From an optimization exercise on the open Yosys and OpenROAD flow, aimed at small area; shortcuts taken in it are not production practice. Only simulation tests tie the RTL to the original design; equivalence was not proved. The flow treats the clock pin as an ideal source, which a real chip does not have.

==> inputs of exp/harbor <==
==> flow/design.v <==
module codec_fsm #(
	parameter OVERSAMPLE 	= 250,
	parameter DATA_WIDTH 	= 32,
	parameter CHANNELS		= 2
)(
	input	wire 						xclk_i,
	input	wire						reset_n,
	input	wire	signed	[ 31:0 ] 	right_i,
	input	wire	signed	[ 31:0 ] 	left_i,
	output	wire	signed	[ 31:0 ]	right_o,
	output	wire	signed	[ 31:0 ]	left_o,
	output	wire						ready_o,
	output 	wire						bclk_o,
	output 	wire						daclrck_o,
	output	wire						dacdat_o,
	output	wire						adclrck_o,
	input	wire						adcdat_i
);
	reg			half;
	reg [ 6:0 ]	cnt;
	reg			adc_d;				 
	reg [ 63:0 ]	ring;
	reg [ 31:0 ]	adc_left_reg, adc_right_reg;
	reg			load_q, move_q;
	wire rst		= ~reset_n;
	wire		end_half	= ( cnt == 7'd124 );
	wire		half_n		= ~rst & ( half ^ end_half );
	wire [ 6:0 ]	cnt_n		= rst ? 7'd127 : end_half ? 7'd0 : cnt + 1'b1;
	always @( posedge xclk_i ) begin
		adc_d	<= adcdat_i;
		half	<= half_n;
		cnt		<= cnt_n;
	end
	wire load_n		= rst | ( half & ( cnt == 7'd123 ) );
	always @( posedge xclk_i ) begin
		load_q	<= load_n;
		move_q	<= ~load_n;
	end
	wire [ 63:0 ] load_word;
	genvar gb;
	generate for( gb = 0; gb < 32; gb = gb + 1 ) begin : g_load
		assign load_word[ 2*gb+1 ]						= left_i[ gb ];
		assign load_word[ ( 2 - 2*( 31 - gb ) + 64 ) % 64 ]	= right_i[ gb ];
	end endgenerate
	wire ins		= ~load_q & ~cnt[6] & cnt[0];
	wire adc_in		= half ? ~adcdat_i : adc_d;
	always @( posedge xclk_i ) begin
		ring[ 0 ]		<= ~( ( move_q | load_word[ 0 ] ) & ( load_q | ring[ 63 ] ) );
		ring[ 1 ]		<= ~( ( load_q & load_word[ 1 ] ) | ( ~load_q & ( ins ? adc_in : ring[ 0 ] ) ) );
		ring[ 63:2 ]	<= ~( ( {62{move_q}} | load_word[ 63:2 ] ) & ( {62{load_q}} | ring[ 62:1 ] ) );
	end
	wire [ 31:0 ] ring_left, ring_right;
	generate for( gb = 0; gb < 32; gb = gb + 1 ) begin : g_adc
		assign ring_left[ gb ]	= ring[ ( 56 - 2*( 31 - gb ) + 64 ) % 64 ];
		assign ring_right[ gb ]	= ring[ ( 123 - 2*( 31 - gb ) + 64 ) % 64 ];
	end endgenerate
	wire out_load	= reset_n & load_q & half;
	wire out_hold	= rst | move_q;
	always @( posedge xclk_i ) begin
		adc_left_reg	<= ( {32{out_load}} & ring_left ) | ( {32{out_hold}} & adc_left_reg );
		adc_right_reg	<= ( {32{out_load}} & ring_right ) | ( {32{out_hold}} & adc_right_reg );
	end
	wire dac_l		= cnt[0] ? ring[ 0 ] : ~ring[ 63 ];
	wire dac_r		= cnt[0] ? ( ~ring[ 62 ] & ~( cnt == 7'd63 ) ) : ring[ 63 ];
	assign dacdat_o		= ~cnt[6] & ( half ? dac_r : dac_l );
	assign bclk_o		= cnt[0] ^ half;
	assign daclrck_o	= ~half;
	assign adclrck_o	= ~half;
	assign ready_o		= ~half & ( cnt == 7'd0 );
	assign left_o		= adc_left_reg;
	assign right_o		= adc_right_reg;
endmodule
==> flow/flow/run.sh <==
#!/bin/bash
# Standard ORFS layout with small port buffers and a clock tree built from
# small clock buffers without dummy balancing loads; clock buffers that
# drive a slow clock slew are up-sized after CTS (flow/fixclk.tcl).
set -euo pipefail
export BUFFER_PORTS_ARGS="-buffer_cell sky130_fd_sc_hd__buf_1"
export CTS_ARGS="-sink_clustering_enable -repair_clock_nets -buf_list {sky130_fd_sc_hd__clkbuf_2 sky130_fd_sc_hd__clkbuf_4} -dont_use_dummy_load"
export POST_CTS_TCL="$(pwd)/flow/fixclk.tcl"
bash standard.sh > standard.log 2>&1
==> flow/flow/fixclk.tcl <==
# POST_CTS hook: up-size to clkbuf_8 the clock buffers whose flip-flop clock
# pins see a slew over 115 ps (placement estimate), then legalise again.
set_propagated_clock [all_clocks]
estimate_parasitics -placement
set fixclk_n 0
foreach inst [get_cells *] {
  if {[get_property $inst ref_name] != "sky130_fd_sc_hd__clkbuf_4"} { continue }
  set out [get_pins -of_objects $inst -filter "direction == output"]
  set worst 0
  foreach p [get_pins -of_objects [get_nets -of_objects $out] -filter "direction == input"] {
    set s [get_property $p slew_max]
    if {$s > $worst} { set worst $s }
  }
  if {$worst > 0.115} {
    replace_cell $inst [get_lib_cells */sky130_fd_sc_hd__clkbuf_8]
    incr fixclk_n
  }
}
puts "fixclk: up-sized $fixclk_n clock buffers"
detailed_placement
check_placement -verbose
estimate_parasitics -placement
==> flow/standard.sh <==
#!/bin/bash
# synth_recipe.tcl (not shown) runs the flow's synth.tcl, then flattens the netlist and writes it again
# the make line also repeats each setting of config.mk as NAME=value (left out here)
make -C /OpenROAD-flow-scripts/flow DESIGN_CONFIG=/design/flow/config.mk WORK_HOME=/design/flow/orfs CLKGATE_MAP_FILE= SYNTH_SCRIPT=/design/flow/synth_recipe.tcl "${@:-finish}"
==> flow/config.mk <==
export PLATFORM = sky130hd
export DESIGN_NAME = codec_fsm
export DESIGN_NICKNAME = codec_fsm
export VERILOG_FILES = /design/flow/design.v
export SDC_FILE = /design/flow/constraint.sdc
export NUM_CORES = 4
export LEC_CHECK = 0
export CAP_MARGIN = 20
export CORE_MARGIN = 2
export CORE_UTILIZATION = 40
export SLEW_MARGIN = 20
==> flow/constraint.sdc <==
create_clock -name core_clock -period 5.0 [get_ports {xclk_i}]
set_input_delay 1.0000 -clock core_clock [delete_from_list [all_inputs] [get_ports {xclk_i}]]
set_output_delay 1.0000 -clock core_clock [all_outputs]
set_load 0.01 [all_outputs]
==> inputs of exp/quartz, as changes to exp/harbor <==
==> flow/design.v (replaced) <==
module codec_fsm #(
	parameter OVERSAMPLE 	= 250,
	parameter DATA_WIDTH 	= 32,
	parameter CHANNELS		= 2
)(
	input	wire 						xclk_i,
	input	wire						reset_n,
	input	wire	signed	[ 31:0 ] 	right_i,
	input	wire	signed	[ 31:0 ] 	left_i,
	output	wire	signed	[ 31:0 ]	right_o,
	output	wire	signed	[ 31:0 ]	left_o,
	output	wire						ready_o,
	output 	wire						bclk_o,
	output 	wire						daclrck_o,
	output	wire						dacdat_o,
	output	wire						adclrck_o,
	input	wire						adcdat_i
);
	reg			half;
	reg [ 6:0 ]	cnt;
	reg			adc_d;				 
	reg [ 31:0 ]	sh_left, sh_right;		 
	reg [ 31:0 ]	adc_left_reg, adc_right_reg;
	reg			load_q, sl_q, sr_q, hl_q, hr_q;
	wire rst		= ~reset_n;
	wire		end_half	= ( cnt == 7'd124 );
	wire		half_n		= ~rst & ( half ^ end_half );
	wire [ 6:0 ]	cnt_n		= rst ? 7'd127 : end_half ? 7'd0 : cnt + 1'b1;
	wire start_n	= ( half_n & ( cnt_n == 7'd124 ) ) | ( cnt_n == 7'd127 );
	wire sl_n		= ~half_n & ~cnt_n[6] & cnt_n[0];
	wire sr_n		= half_n & ~cnt_n[0] & ( ~cnt_n[6] | ( cnt_n == 7'd64 ) );
	always @( posedge xclk_i ) begin
		adc_d	<= adcdat_i;
		half	<= half_n;
		cnt		<= cnt_n;
		load_q	<= start_n;
		sl_q	<= sl_n;
		sr_q	<= sr_n;
		hl_q	<= ~start_n & ~sl_n;
		hr_q	<= ~start_n & ~sr_n;
	end
	always @( posedge xclk_i ) begin
		sh_left		<= {32{reset_n}} & ( ( {32{load_q}} & left_i ) | ( {32{sl_q}} & { sh_left[30:0], adc_d } ) | ( {32{hl_q}} & sh_left ) );
		sh_right	<= {32{reset_n}} & ( ( {32{load_q}} & right_i ) | ( {32{sr_q}} & { sh_right[30:0], adc_d } ) | ( {32{hr_q}} & sh_right ) );
	end
	always @( posedge xclk_i ) begin
		if( reset_n & load_q ) begin
			adc_left_reg	<= sh_left;
			adc_right_reg	<= sh_right;
		end
	end
	assign bclk_o		= cnt[0] ^ half;
	assign daclrck_o	= ~half;
	assign adclrck_o	= ~half;
	assign ready_o		= ~half & ( cnt == 7'd0 );
	assign dacdat_o		= half ? ( sh_right[31] & ( cnt < 7'd63 ) ) : ( sh_left[31] & ~cnt[6] );
	assign left_o		= adc_left_reg;
	assign right_o		= adc_right_reg;
endmodule
==> flow/flow/run.sh (replaced) <==
#!/bin/bash
# Standard ORFS layout with small port buffers and a clock tree built from
# small clock buffers without dummy balancing loads.
set -euo pipefail
export BUFFER_PORTS_ARGS="-buffer_cell sky130_fd_sc_hd__buf_1"
export CTS_ARGS="-sink_clustering_enable -repair_clock_nets -buf_list {sky130_fd_sc_hd__clkbuf_2 sky130_fd_sc_hd__clkbuf_4} -dont_use_dummy_load"
bash standard.sh > standard.log 2>&1
removed: flow/flow/fixclk.tcl
==> reports/results.ini <==
[setup_path]
crit_slowest_cell = clkinv_2
critPathLaunchType = input pin
cp.depth = 6

[status]
status = no timing/DRC/antenna violations

[logic_synthesis]
synth_commonest_cells = dfxtp_1 (78), nor2_1 (69), a222oi_1 (64), edfxtp_1 (64), clkbuf_1 (23)

[worst_hold_path]
hp-start = sh_left[5]

(the above is from exp/quartz)
==> reports/results.ini <==
[status]
status = no timing/DRC/antenna violations

[worst_hold_path]
hp-start = ring[57]

[setup_path]
crit_slowest_cell = or4b_1
cp.depth = 5
critPathLaunchType = register

(the above is from exp/harbor)

## what the ideal ports hide
In the flow no input, the clock included, has a driving cell. The finished layouts below were timed again as built, in two steps. Step 1, drivers: a clkbuf_16 drives xclk_i and a buf_2 each remaining input, both assumed. Step 2 also shifts input and output timing later by t, the mid clock arrival at the registers, as if the neighbouring blocks saw the same clock. a / b / c = ideal / step 1 / step 2; a / b = the first two.
run	t, ns	slack for setup (ns)	clock arrival spread, ns	pins driven straight from the clock port
exp/harbor	0.407	2.118 / 2.085 / 2.302	0.033 / 0.033	1
exp/quartz	0.510	2.076 / 2.081 / 1.571	0.025 / 0.024	1
After both steps setup and hold are still met in every run listed. The setup slack of exp/quartz, which loses most, moves by +0.005 ns with the drivers and by -0.505 ns with both steps.
